Context: an optimization exercise on an open-source flow, tuned for small area, a short achievable clock period and few clock cycles. The choices shown serve that exercise and are no tape-out recipe.
No activity file was given, so power comes from the tool's default toggle rates.

==> flow/design.v <==
module mont_step #(
    parameter W = 34
) (
    input  [W-1:0] s,
    input  [W-1:0] c,
    input  [1:0]   a,
    input  [32:0]  b,
    input  [31:0]  n,
    output [W-1:0] s_o,
    output [W-1:0] c_o
);
    wire [W-1:0] p0 = a[0] ? {{(W-33){1'b0}}, b} : {W{1'b0}};
    wire [W-1:0] p1 = a[1] ? {{(W-33){1'b0}}, b} : {W{1'b0}};
    wire q0 = s[0] ^ c[0] ^ p0[0];
    wire m0 = (s[0] & c[0]) | (s[0] & p0[0]) | (c[0] & p0[0]);
    wire q1 = s[1] ^ c[1] ^ p0[1] ^ p1[0] ^ m0 ^ (q0 & ~n[1]);
    wire [W-1:0] n0 = q0 ? {{(W-32){1'b0}}, n} : {W{1'b0}};
    wire [W-1:0] n1 = q1 ? {{(W-32){1'b0}}, n} : {W{1'b0}};
    wire [W-1:0] u1 = s ^ c ^ p0;
    wire [W:0]   v1 = {(s & c) | (s & p0) | (c & p0), 1'b0};
    wire [W:0]   u1x = {1'b0, u1};
    wire [W:0]   n0x = {1'b0, n0};
    wire [W:0]   u2 = u1x ^ v1 ^ n0x;
    wire [W:0]   v2 = (u1x & v1) | (u1x & n0x) | (v1 & n0x);
    wire [W-1:0] ts = u2[W:1];
    wire [W-1:0] tc = v2[W-1:0];
    wire [W-1:0] u3 = ts ^ tc ^ p1;
    wire [W:0]   v3 = {(ts & tc) | (ts & p1) | (tc & p1), 1'b0};
    wire [W:0]   u3x = {1'b0, u3};
    wire [W:0]   n1x = {1'b0, n1};
    wire [W:0]   u4 = u3x ^ v3 ^ n1x;
    wire [W:0]   v4 = (u3x & v3) | (u3x & n1x) | (v3 & n1x);
    assign s_o = u4[W:1];
    assign c_o = v4[W-1:0];
endmodule
`timescale 1ns / 1ps
module is_prime
#(
    parameter WIDTH = 32
) (
    input clk,
    input rst_n,
    input valid_i,
    output ready_i,
    input [WIDTH-1:0] number,
    output reg result,
    output valid_o,
    input ready_o
);
    localparam K  = 2;           
    localparam NC = 17;          
    localparam M  = K * NC;      
    localparam W  = 34;          
    localparam S_IDLE  = 0,
               S_CLASS = 1,
               S_SETUP = 2,      
               S_EXP   = 3,      
               S_MUL   = 4,      
               S_CONV  = 5,      
               S_DBL   = 6,      
               S_CHK   = 7,      
               S_DONE  = 8,
               S_HORN  = 9;      
    localparam NS = 10;
    localparam [1:0] OP_SQR  = 2'd0,     
                     OP_SQRC = 2'd1,     
                     OP_CHK  = 2'd3;     
    reg [NS-1:0] st;
    reg [1:0]   op;
    reg [31:0]  n;
    reg [33:0]  x;           
    reg [32:0]  ar;          
    reg [W-1:0] sr, cr;      
    reg [K-1:0] ab;          
    reg [5:0]   cnt;
    reg [4:0]   e;           
    reg [4:0]   spos;        
    reg [1:0]   base;        
    reg [1:0]   r3;
    reg [2:0]   r5, r7;
    reg [3:0]   r11, r13;
    reg [4:0]   r17, r19, r23;
    assign ready_i = st[S_IDLE];
    assign valid_o = st[S_DONE];
    wire nbit = n[e];
    wire at_s = (e == spos);
    wire any_zero = (r3 == 0) | (r5 == 0) | (r7 == 0) | (r11 == 0) |
                    (r13 == 0) | (r17 == 0) | (r19 == 0) | (r23 == 0);
    wire small_n = (n[31:9] == 0);
    reg  small_prime;
    always @(*) begin
        case (n[4:0])
            5'd3, 5'd5, 5'd7, 5'd11, 5'd13, 5'd17, 5'd19, 5'd23: small_prime = (n[31:5] == 0);
            default: small_prime = 1'b0;
        endcase
    end
    wire [32:0]  bop   = op[1] ? ar : x[32:0];
    wire         mul   = st[S_MUL];
    wire [K-1:0] abits = mul ? ab : {K{1'b0}};
    wire [W-1:0] s_in  = mul ? sr : {W{1'b0}};
    wire [W-1:0] c_in  = mul ? cr : {W{1'b0}};
    wire [W-1:0] s_nx, c_nx;
    mont_step #(.W(W)) u_step (
        .s(s_in), .c(c_in), .a(abits), .b(bop), .n(n), .s_o(s_nx), .c_o(c_nx)
    );
    wire [K*NC+K-1:0] xz = {{(K*NC+K-33){1'b0}}, x[32:0]};
    wire [K-1:0] ab_nx = xz[K * cnt + K +: K];
    localparam [1:0] H_DBL = 2'd0, H_ADD = 2'd1, H_RED = 2'd2;
    reg [1:0] hop;
    reg       hlast;
    always @(*) begin
        hop = H_DBL; hlast = 1'b0;
        if (base == 1) begin           
            case (cnt[3:0])
                4'd1, 4'd4: hop = H_ADD;
                4'd2, 4'd5: hop = H_RED;
                default:    hop = H_DBL;
            endcase
            hlast = (cnt[3:0] == 4'd5);
        end else begin                 
            case (cnt[3:0])
                4'd1, 4'd4, 4'd7, 4'd11: hop = H_ADD;
                4'd2, 4'd5, 4'd8, 4'd12: hop = H_RED;
                default:                 hop = H_DBL;
            endcase
            hlast = (cnt[3:0] == 4'd12);
        end
    end
    wire do_dbl = st[S_SETUP] | st[S_DBL] | (st[S_HORN] & (hop == H_DBL));
    wire do_add = st[S_HORN] & (hop == H_ADD);
    wire do_red = st[S_HORN] & (hop == H_RED);
    wire        conv = st[S_CONV];
    wire [34:0] ca   = {1'b0, sr} | (do_dbl ? {1'b0, x[32:0], 1'b0} : 35'd0)
                                  | (do_add | do_red ? {1'b0, x} : 35'd0);
    wire [34:0] cb   = {1'b0, cr} | (do_dbl | do_red ? {2'b11, ~n, 1'b1} : 35'd0)
                                  | (do_add ? {2'b00, ar} : 35'd0);
    wire [34:0] sum  = ca + cb + {34'd0, do_dbl | do_red};
    wire        neg  = sum[34];
    wire [32:0] y    = sum[32:0];
    wire chk_pass = (ar == {1'b0, n[31:1], 1'b0}) | (at_s & (ar == 33'd1));
    reg [NS-1:0] st_n;
    reg [1:0] op_n;
    reg [4:0] e_n;
    reg [1:0] base_n;
    reg [5:0] cnt_n;
    reg       res_n;
    reg       setup_start;     
    task advance;
        begin
            st_n[S_MUL] = 1'b1;
            cnt_n = 0;
            if (at_s) op_n = OP_CHK;
            else begin op_n = OP_SQR; e_n = e - 1; end
        end
    endtask
    always @(*) begin
        st_n = {NS{1'b0}}; op_n = op; e_n = e; base_n = base; cnt_n = cnt + 1;
        res_n = result; setup_start = 1'b0;
        if (st[S_IDLE]) begin
            if (valid_i) st_n[S_CLASS] = 1'b1;
            else st_n[S_IDLE] = 1'b1;
        end
        if (st[S_CLASS]) begin
            if (!n[0] || n[31:1] == 0) begin
                res_n = (n == 32'd2);
                st_n[S_DONE] = 1'b1;
            end else begin
                base_n = 2'd0;
                setup_start = 1'b1;
            end
        end
        if (st[S_SETUP]) begin
            e_n = e - 1;
            if (cnt == 32 && base == 0 && (small_n || any_zero)) begin
                res_n = !any_zero | small_prime;
                st_n[S_DONE] = 1'b1;
            end else if (cnt == M - 1) begin
                e_n = 5'd31;
                st_n[S_EXP] = 1'b1;
            end else
                st_n[S_SETUP] = 1'b1;
        end
        if (st[S_EXP]) begin
            if (!nbit) begin
                e_n = e - 1;
                st_n[S_EXP] = 1'b1;
            end else
                advance;
        end
        if (st[S_DBL])
            advance;
        if (st[S_HORN]) begin
            if (hlast) advance;
            else st_n[S_HORN] = 1'b1;
        end
        if (st[S_MUL]) begin
            if (cnt == NC - 1) st_n[S_CONV] = 1'b1;
            else st_n[S_MUL] = 1'b1;
        end
        if (st[S_CONV]) begin
            cnt_n = 0;
            case (op)
                OP_SQR: begin
                    if (nbit) begin
                        if (base == 0) st_n[S_DBL] = 1'b1;
                        else begin cnt_n = 0; st_n[S_HORN] = 1'b1; end
                    end else advance;
                end
                OP_SQRC: begin op_n = OP_CHK; st_n[S_MUL] = 1'b1; end
                default: st_n[S_CHK] = 1'b1;
            endcase
        end
        if (st[S_CHK]) begin
            cnt_n = 0;
            if (chk_pass) begin
                if (base == 2) begin
                    res_n = 1'b1;
                    st_n[S_DONE] = 1'b1;
                end else begin
                    base_n = base + 1;
                    setup_start = 1'b1;
                end
            end else if (e == 1) begin
                res_n = 1'b0;
                st_n[S_DONE] = 1'b1;
            end else begin
                op_n = OP_SQRC;
                e_n  = e - 1;
                st_n[S_MUL] = 1'b1;
            end
        end
        if (st[S_DONE]) begin
            if (ready_o) st_n[S_IDLE] = 1'b1;
            else st_n[S_DONE] = 1'b1;
        end
        if (setup_start) begin
            st_n[S_SETUP] = 1'b1;
            cnt_n = 0;
            e_n   = 5'd31;
        end
    end
    reg [33:0] x_nx;
    always @(*) begin
        x_nx = x;
        if (setup_start)
            x_nx = st[S_CLASS] ? 34'd2 : (base == 0) ? 34'd7 : 34'd61;
        else if (do_dbl)
            x_nx = neg ? {x[32:0], 1'b0} : sum[33:0];
        else if ((do_red && !neg) || do_add || (st[S_CONV] && op != OP_CHK))
            x_nx = sum[33:0];
    end
    always @(posedge clk, negedge rst_n) begin
        if (!rst_n) begin
            st     <= {{(NS-1){1'b0}}, 1'b1};
            result <= 1'b0;
        end else begin
            st     <= st_n;
            result <= res_n;
        end
    end
    always @(posedge clk) begin
        op   <= op_n;
        e    <= e_n;
        base <= base_n;
        cnt  <= cnt_n;
        if (st[S_IDLE] && valid_i)
            n <= number;
        sr <= s_nx;
        cr <= c_nx;
        ab <= (st_n[S_MUL] && !mul) ? x_nx[K-1:0] : ab_nx;
        x  <= x_nx;
        if (st_n[S_MUL] && op_n == OP_CHK)
            ar <= 33'd1;
        else if (st[S_CONV])
            ar <= y;
        if (st[S_SETUP] && !cnt[5] && nbit && e != 0)
            spos <= e;
        if (setup_start) begin
            r3 <= 0; r5 <= 0; r7 <= 0; r11 <= 0; r13 <= 0; r17 <= 0; r19 <= 0; r23 <= 0;
        end else begin
            r3  <= rmod3 ({r3,  nbit});
            r5  <= rmod5 ({r5,  nbit});
            r7  <= rmod7 ({r7,  nbit});
            r11 <= rmod11({r11, nbit});
            r13 <= rmod13({r13, nbit});
            r17 <= rmod17({r17, nbit});
            r19 <= rmod19({r19, nbit});
            r23 <= rmod23({r23, nbit});
        end
    end
    function [1:0] rmod3(input [2:0] t);  rmod3  = (t >= 3)  ? t - 3  : t; endfunction
    function [2:0] rmod5(input [3:0] t);  rmod5  = (t >= 5)  ? t - 5  : t; endfunction
    function [2:0] rmod7(input [3:0] t);  rmod7  = (t >= 7)  ? t - 7  : t; endfunction
    function [3:0] rmod11(input [4:0] t); rmod11 = (t >= 11) ? t - 11 : t; endfunction
    function [3:0] rmod13(input [4:0] t); rmod13 = (t >= 13) ? t - 13 : t; endfunction
    function [4:0] rmod17(input [5:0] t); rmod17 = (t >= 17) ? t - 17 : t; endfunction
    function [4:0] rmod19(input [5:0] t); rmod19 = (t >= 19) ? t - 19 : t; endfunction
    function [4:0] rmod23(input [5:0] t); rmod23 = (t >= 23) ? t - 23 : t; endfunction
endmodule
export LEC_CHECK = 0
export ABC_CLOCK_PERIOD_IN_PS = 3000
export CAP_MARGIN = 20
export CORE_MARGIN = 2
export CORE_UTILIZATION = 40
export SETUP_SLACK_MARGIN = 1.7
export SLEW_MARGIN = 20
create_clock -name core_clock -period 5.0 [get_ports {clk}]
run.sh (not shown) runs the stock make flow with config.mk's settings and CLKGATE_MAP_FILE= SYNTH_SCRIPT=/design/flow/synth_recipe.tcl, a recipe that flattens the netlist after the stock synthesis.
Next try:
--- a/flow/design.v
+++ b/flow/design.v
@@ -107,27 +107,24 @@
     wire [K-1:0] ab_nx = xz[K * cnt + K +: K];
     localparam [1:0] H_DBL = 2'd0, H_ADD = 2'd1, H_RED = 2'd2;
-    reg [1:0] hop;
-    reg       hlast;
-    always @(*) begin
-        hop = H_DBL; hlast = 1'b0;
-        if (base == 1) begin           
-            case (cnt[3:0])
-                4'd1, 4'd4: hop = H_ADD;
-                4'd2, 4'd5: hop = H_RED;
-                default:    hop = H_DBL;
-            endcase
-            hlast = (cnt[3:0] == 4'd5);
-        end else begin                 
-            case (cnt[3:0])
-                4'd1, 4'd4, 4'd7, 4'd11: hop = H_ADD;
-                4'd2, 4'd5, 4'd8, 4'd12: hop = H_RED;
-                default:                 hop = H_DBL;
-            endcase
-            hlast = (cnt[3:0] == 4'd12);
-        end
-    end
-    wire do_dbl = st[S_SETUP] | st[S_DBL] | (st[S_HORN] & (hop == H_DBL));
-    wire do_add = st[S_HORN] & (hop == H_ADD);
-    wire do_red = st[S_HORN] & (hop == H_RED);
+    function [1:0] hop_of(input [1:0] b, input [3:0] k);
+        begin
+            hop_of = H_DBL;
+            if (b == 1) begin              
+                case (k)
+                    4'd1, 4'd4: hop_of = H_ADD;
+                    4'd2, 4'd5: hop_of = H_RED;
+                    default:    hop_of = H_DBL;
+                endcase
+            end else begin                 
+                case (k)
+                    4'd1, 4'd4, 4'd7, 4'd11: hop_of = H_ADD;
+                    4'd2, 4'd5, 4'd8, 4'd12: hop_of = H_RED;
+                    default:                 hop_of = H_DBL;
+                endcase
+            end
+        end
+    endfunction
+    wire hlast = (base == 1) ? (cnt[3:0] == 4'd5) : (cnt[3:0] == 4'd12);
+    reg do_dbl, do_add, do_red, do_cx;
     wire        conv = st[S_CONV];
     wire [34:0] ca   = {1'b0, sr} | (do_dbl ? {1'b0, x[32:0], 1'b0} : 35'd0)
@@ -247,5 +244,5 @@
         else if (do_dbl)
             x_nx = neg ? {x[32:0], 1'b0} : sum[33:0];
-        else if ((do_red && !neg) || do_add || (st[S_CONV] && op != OP_CHK))
+        else if ((do_red && !neg) || do_add || do_cx)
             x_nx = sum[33:0];
     end
@@ -266,4 +263,8 @@
         if (st[S_IDLE] && valid_i)
             n <= number;
+        do_dbl <= st_n[S_SETUP] | st_n[S_DBL] | (st_n[S_HORN] & (hop_of(base_n, cnt_n[3:0]) == H_DBL));
+        do_add <= st_n[S_HORN] & (hop_of(base_n, cnt_n[3:0]) == H_ADD);
+        do_red <= st_n[S_HORN] & (hop_of(base_n, cnt_n[3:0]) == H_RED);
+        do_cx  <= st_n[S_CONV] & (op_n != OP_CHK);
         sr <= s_nx;
         cr <= c_nx;
Effect: The new run passed the timing, design-rule and antenna checks; global-route usage barely changes; sequential share of layout area drops by 0.28 points; total power climbs by about 5%; die area climbs by about 3%; hold slack hardly moves.
No run of this note included a check of the RTL's function; only the layout flow was run.

[separate check: timing with driven ports]
The results above use ideal ports. As a check the final layouts listed here were re-extracted and re-timed, cells and wires unchanged.
Step 1 sets driving cells, clkbuf_16 on the clock port and buf_2 on the other inputs (assumed; they add their load-dependent delay and slew).
Step 2 times the ports against the registers' clock, not the clock port: input delays grow and output delays shrink by t, the midpoint of the rising clock arrivals with the driver on.
a / b / c = ideal / step 1 / step 2; a / b = the first two.
| run | shift t [ns] | slack for setup (ns) | hold WS [ns] |
|---|---|---|---|
| the first run | 0.637 | 0.483 / 0.483 / 0.483 | 0.477 / 0.477 / 0.477 |
| the second run | 0.629 | 0.973 / 0.973 / 0.973 | 0.478 / 0.478 / 0.478 |
After both steps setup and hold are still met in every run listed.
